Source: an optimization exercise on an open RTL-to-GDS flow (aim: small area, a short achievable clock period and few clock cycles). Production flows keep margins and buffers that such runs may drop. Where RTL was checked, it was by simulation tests only, not by an equivalence proof against the original.

==> flow/design.v <==
module Bfloat16_add(input [15:0] c, input [15:0] d, output [15:0] sum);
    wire cbig = c[14:0] >= d[14:0];
    wire [15:0] b = cbig ? c : d;
    wire [15:0] s = cbig ? d : c;
    wire [7:0] ed = b[14:7] - s[14:7];
    wire [7:0] ns = (ed[7:3] != 5'd0) ? 8'd0 : ({1'b1, s[6:0]} >> ed[2:0]);
    wire [7:0] nb = {1'b1, b[6:0]};
    wire sub = c[15] ^ d[15];
    wire [8:0] r = sub ? {1'b0, nb} - {1'b0, ns} : {1'b0, nb} + {1'b0, ns};
    reg [2:0] pos;
    always @(*) begin
        casez (r[7:1])
            7'b1??????: pos = 3'd0;
            7'b01?????: pos = 3'd1;
            7'b001????: pos = 3'd2;
            7'b0001???: pos = 3'd3;
            7'b00001??: pos = 3'd4;
            7'b000001?: pos = 3'd5;
            7'b0000001: pos = 3'd6;
            default:    pos = 3'd7;
        endcase
    end
    wire [7:0] sh = r[7:0] << pos;
    wire [15:0] addres = r[8] ? {b[15], b[14:7] + 8'd1, r[7:1]} : {b[15], b[14:7], r[6:0]};
    wire [15:0] subres = (r[7:0] == 8'd0) ? 16'd0 :
                         {b[15], b[14:7] - {5'd0, pos}, (pos == 3'd7) ? 7'd0 : sh[6:0]};
    assign sum = sub ? subres : addres;
endmodule
module bf_addpos(input [14:0] c, input [14:0] d, output [14:0] sum);
    wire cbig = c >= d;
    wire [14:0] b = cbig ? c : d;
    wire [14:0] s = cbig ? d : c;
    wire [7:0] ed = b[14:7] - s[14:7];
    wire [7:0] ns = (ed[7:3] != 5'd0) ? 8'd0 : ({1'b1, s[6:0]} >> ed[2:0]);
    wire [8:0] r = {2'b01, b[6:0]} + {1'b0, ns};
    assign sum = r[8] ? {b[14:7] + 8'd1, r[7:1]} : {b[14:7], r[6:0]};
endmodule
module Bfloat16_mul(input [15:0] a, input [15:0] b, output [15:0] product);
    wire [15:0] fp = {1'b1, a[6:0]} * {1'b1, b[6:0]};
    wire [7:0] m8 = fp[15] ? fp[15:8] : fp[14:7];
    wire rb = fp[15] ? fp[7] : fp[6];
    wire [8:0] rm = {1'b0, m8} + {8'd0, rb};
    wire [7:0] ex = a[14:7] + b[14:7] + 8'd129 + {7'd0, fp[15]} + {7'd0, rm[8]};
    wire sg = a[15] ^ b[15];
    assign product = (a[14:0] == 15'd0 || b[14:0] == 15'd0) ? 16'd0 :
                     (a[14:7] == 8'd255 || b[14:7] == 8'd255) ? {sg, 8'd255, 7'd0} :
                     {sg, ex, rm[8] ? 7'd0 : rm[6:0]};
endmodule
module bf_sq(input [14:0] a, output [14:0] product);
    wire [15:0] fp = {1'b1, a[6:0]} * {1'b1, a[6:0]};
    wire [7:0] m8 = fp[15] ? fp[15:8] : fp[14:7];
    wire rb = fp[15] ? fp[7] : fp[6];
    wire [8:0] rm = {1'b0, m8} + {8'd0, rb};
    wire [7:0] ex = {a[13:7], 1'b0} + 8'd129 + {7'd0, fp[15]} + {7'd0, rm[8]};
    assign product = (a == 15'd0) ? 15'd0 :
                     (a[14:7] == 8'd255) ? {8'd255, 7'd0} :
                     {ex, rm[8] ? 7'd0 : rm[6:0]};
endmodule
module bf_dbl(input [15:0] a, output [15:0] y);
    assign y = (a[14:0] == 15'd0) ? 16'd0 :
               (a[14:7] == 8'd255) ? {a[15], 8'd255, 7'd0} :
               {a[15], a[14:7] + 8'd1, a[6:0]};
endmodule
module fitness_lin(input [15:0] x, input [15:0] y, output [15:0] u, output [15:0] v);
    wire [15:0] x2, y2, s1, s2;
    bf_dbl d1(y, y2);
    bf_dbl d2(x, x2);
    Bfloat16_add a1(x, y2, s1);
    Bfloat16_add a2(x2, y, s2);
    Bfloat16_add a3(s1, 16'hC0E0, u);
    Bfloat16_add a4(s2, 16'hC0A0, v);
endmodule
module fitness_sq(input [15:0] u, input [15:0] v, output [14:0] f);
    wire [14:0] u2, v2;
    bf_sq q1(u[14:0], u2);
    bf_sq q2(v[14:0], v2);
    bf_addpos a1(u2, v2, f);
endmodule
module twin_lfsr(input clk, input reset, input step, input [8:0] seed1, input [8:0] seed2,
                 output [15:0] n1, output [15:0] n2);
    reg [8:0] N1, N2;
    always @(posedge clk) begin
        if (reset) begin
            N1 <= seed1;
            N2 <= seed2;
        end else if (step) begin
            N1 <= {N1[7], N1[6], N1[5] ^ N1[8], N1[8], N1[0], N1[4], N1[3] ^ N1[0], N1[2], N1[1]};
            N2 <= {N2[7], N2[6], N2[5] ^ N2[8], N2[8], N2[0], N2[4], N2[3] ^ N2[0], N2[2], N2[1]};
        end
    end
    assign n1 = {N1[8], 5'b01111, N1[7], 1'b1, 1'b0, N1[6:0]};
    assign n2 = {N2[8], 5'b01111, N2[7], 1'b1, 1'b0, N2[6:0]};
endmodule
module BAS(input clk, input reset, input [8:0]count, input [8:0]seed1, input [8:0]seed2, input [15:0]xi, input [15:0]yi, input [15:0]P, input [15:0]E, output [15:0]xo, output [15:0]yo, output [15:0]fo, output [31:0]clk_cnt, output reg done);
    localparam K_NONE = 3'd0, K_INIT = 3'd1, K_R = 3'd2, K_L = 3'd3, K_T0 = 3'd4, K_T1 = 3'd5;
    reg [15:0] x, y, p, e;
    reg [14:0] f;
    reg [8:0] cnt, itc;
    reg [2:0] ph;
    reg ini, run;
    wire ph0 = ph == 3'd0, ph1 = ph == 3'd1, ph2 = ph == 3'd2;
    wire ph3 = ph == 3'd3, ph4 = ph == 3'd4, ph5 = ph == 3'd5;
    wire [15:0] dx, dy;
    twin_lfsr lfsr(clk, reset, ph1, seed1, seed2, dx, dy);
    wire useE = ph0 | ph1;
    wire useY = ph5 | ph1;
    wire [15:0] ma = useE ? e : p;
    wire [15:0] d = useY ? dy : dx;
    wire [15:0] mp;
    Bfloat16_mul m1(ma, {d[15] & !useE, d[14:0]}, mp);
    reg [15:0] opx, opy, opt;
    wire flip = (ph1 & (p[14:0] != 15'd0)) | ((ph3 | (ph4 & sg)) & (e[14:0] != 15'd0));
    wire [15:0] sx = {opx[15] ^ flip, opx[14:0]};
    wire [15:0] sy = {opy[15] ^ flip, opy[14:0]};
    wire [15:0] ax, ay;
    Bfloat16_add a1(x, sx, ax);
    Bfloat16_add a2(y, sy, ay);
    wire [2:0] k0 = ini ? K_INIT : !run ? K_NONE :
                    ph0 ? K_R : ph1 ? K_L : ph2 ? K_T0 : ph3 ? K_T1 : K_NONE;
    reg [15:0] x1, y1;
    reg [2:0] k1;
    wire [15:0] u, v;
    fitness_lin lin(x1, y1, u, v);
    reg [15:0] u2, v2;
    reg [2:0] k2;
    wire [14:0] fs;
    fitness_sq sq(u2, v2, fs);
    reg [14:0] fr;
    reg sg, acc0;
    wire acc = fs <= f;
    wire last = (itc + 9'd1 == cnt);
    always @(posedge clk) begin
        if (ph4) opx <= mp;
        if (ph1) opx <= opt;
        if (ph0) opt <= mp;
        if (ph5 | ph1) opy <= mp;
        if (ini | (k0 != K_NONE) | ph4) begin
            x1 <= ini ? x : ax;
            y1 <= ini ? y : ay;
        end
        u2 <= u;
        v2 <= v;
        if (k2 == K_R) fr <= fs;
        if (k2 == K_L) sg <= !(fr > fs);
        if (k2 == K_T0) acc0 <= acc;
        if (reset) begin
            x <= xi;
            y <= yi;
            p <= P;
            e <= E;
            cnt <= count;
            itc <= 9'd0;
            ph <= 3'd4;
            ini <= 1'b1;
            run <= count != 9'd0;
            done <= 1'b0;
            k1 <= K_NONE;
            k2 <= K_NONE;
        end else begin
            ini <= 1'b0;
            k1 <= k0;
            k2 <= k1;
            ph <= ph5 ? 3'd0 : ph + 3'd1;
            if (k2 == K_INIT) begin
                f <= fs;
                if (!run) done <= 1'b1;
            end
            if (k2 == K_T0 && !sg && acc) f <= fs;
            if (k2 == K_T1) begin
                if (sg ? acc : acc0) begin
                    x <= x1;
                    y <= y1;
                end
                if (sg && acc) f <= fs;
                itc <= itc + 9'd1;
                if (last) begin
                    done <= 1'b1;
                    run <= 1'b0;
                end
            end
        end
    end
    assign xo = x;
    assign yo = y;
    assign fo = {1'b0, f};
    assign clk_cnt = {23'd0, itc};
endmodule
make LEC_CHECK=0 ABC_AREA=1 CAP_MARGIN=20 CORE_MARGIN=2 CORE_UTILIZATION=45 SLEW_MARGIN=20 finish   # period 72.0 ns
run.sh (not shown) runs the stock make flow with config.mk's settings and CLKGATE_MAP_FILE= SYNTH_SCRIPT=/design/flow/synth_recipe.tcl, a recipe that flattens the netlist after the stock synthesis.
The baseline finished clean.
==> next run, changes <==
--- a/flow/design.v
+++ b/flow/design.v
@@ -108,28 +108,31 @@
     wire [15:0] d = useY ? dy : dx;
     wire [15:0] mp;
     Bfloat16_mul m1(ma, {d[15] & !useE, d[14:0]}, mp);
     reg [15:0] opx, opy, opt;
-    wire flip = (ph1 & (p[14:0] != 15'd0)) | ((ph3 | (ph4 & sg)) & (e[14:0] != 15'd0));
+    reg [14:0] f3, fr;
+    reg [15:0] x1, y1;
+    reg [2:0] k1, k2, k3;
+    reg sg, acc0;
+    wire sgc = !(fr > f3);                           
+    wire le = f3 <= f;
+    wire upd = (k3 == K_T1) && (sg ? le : acc0);      
+    wire last = (itc + 9'd1 == cnt);
+    wire [15:0] xs = upd ? x1 : x;
+    wire [15:0] ys = upd ? y1 : y;
+    wire flip = (ph1 & (p[14:0] != 15'd0)) | ((ph3 | (ph4 & sgc)) & (e[14:0] != 15'd0));
     wire [15:0] sx = {opx[15] ^ flip, opx[14:0]};
     wire [15:0] sy = {opy[15] ^ flip, opy[14:0]};
     wire [15:0] ax, ay;
-    Bfloat16_add a1(x, sx, ax);
-    Bfloat16_add a2(y, sy, ay);
+    Bfloat16_add a1(xs, sx, ax);
+    Bfloat16_add a2(ys, sy, ay);
     wire [2:0] k0 = ini ? K_INIT : !run ? K_NONE :
                     ph0 ? K_R : ph1 ? K_L : ph2 ? K_T0 : ph3 ? K_T1 : K_NONE;
-    reg [15:0] x1, y1;
-    reg [2:0] k1;
     wire [15:0] u, v;
     fitness_lin lin(x1, y1, u, v);
     reg [15:0] u2, v2;
-    reg [2:0] k2;
     wire [14:0] fs;
     fitness_sq sq(u2, v2, fs);
-    reg [14:0] fr;
-    reg sg, acc0;
-    wire acc = fs <= f;
-    wire last = (itc + 9'd1 == cnt);
     always @(posedge clk) begin
         if (ph4) opx <= mp;
         if (ph1) opx <= opt;
         if (ph0) opt <= mp;
@@ -139,11 +142,12 @@
             y1 <= ini ? y : ay;
         end
         u2 <= u;
         v2 <= v;
-        if (k2 == K_R) fr <= fs;
-        if (k2 == K_L) sg <= !(fr > fs);
-        if (k2 == K_T0) acc0 <= acc;
+        f3 <= fs;
+        if (k3 == K_R) fr <= f3;
+        if (k3 == K_L) sg <= sgc;
+        if (k3 == K_T0) acc0 <= le;
         if (reset) begin
             x <= xi;
             y <= yi;
             p <= P;
@@ -155,24 +159,24 @@
             run <= count != 9'd0;
             done <= 1'b0;
             k1 <= K_NONE;
             k2 <= K_NONE;
+            k3 <= K_NONE;
         end else begin
             ini <= 1'b0;
             k1 <= k0;
             k2 <= k1;
+            k3 <= k2;
             ph <= ph5 ? 3'd0 : ph + 3'd1;
-            if (k2 == K_INIT) begin
-                f <= fs;
+            if (k3 == K_INIT) begin
+                f <= f3;
                 if (!run) done <= 1'b1;
             end
-            if (k2 == K_T0 && !sg && acc) f <= fs;
-            if (k2 == K_T1) begin
-                if (sg ? acc : acc0) begin
-                    x <= x1;
-                    y <= y1;
-                end
-                if (sg && acc) f <= fs;
+            if (k3 == K_T0 && !sg && le) f <= f3;
+            if (k3 == K_T1) begin
+                if (sg && le) f <= f3;
+                x <= xs;
+                y <= ys;
                 itc <= itc + 9'd1;
                 if (last) begin
                     done <= 1'b1;
                     run <= 1'b0;
After rerunning: Count of clock-buffer cells in the layout is higher by 1. Worst setup slack gets better by 0.68 ns. Sequential share of layout area is higher by 0.58 points. Final area is higher by 2.0%. Routed wire length is higher by 3.9%. Critical path depth is lower by 81.
Testbench counts after the change, summed over its fixed seeds: cycles 288,456.
No functional check of the RTL was part of the first run of this note.

## afterwards: timing with drivers on the ports
The flow's constraints put no driver on any port. The routed layouts listed below were extracted and timed again, unchanged, in two steps.
Step 1 assumes that a clkbuf_16 drives the clock port and a buf_2 every other input.
Step 2 also shifts input and output timing later by t, the mid clock arrival at the registers, as if the neighbouring blocks saw the same clock.
a / b / c = ideal / step 1 / step 2; a / b = the first two.
run	t, ns	slack for setup (ns)	worst setup path at the end	slew at the worst register clock pin (ns)	cell pins on the clock port's net
the first run	0.625	55.063 / 55.063 / 55.063	register to register	0.06 / 0.06	1
the second run	0.613	55.740 / 55.781 / 55.168	input to register	0.07 / 0.07	1
After both steps setup and hold are still met in every run listed. For the second run, which loses most, drivers alone change the setup slack by +0.041 ns; drivers and shift together by -0.572 ns.
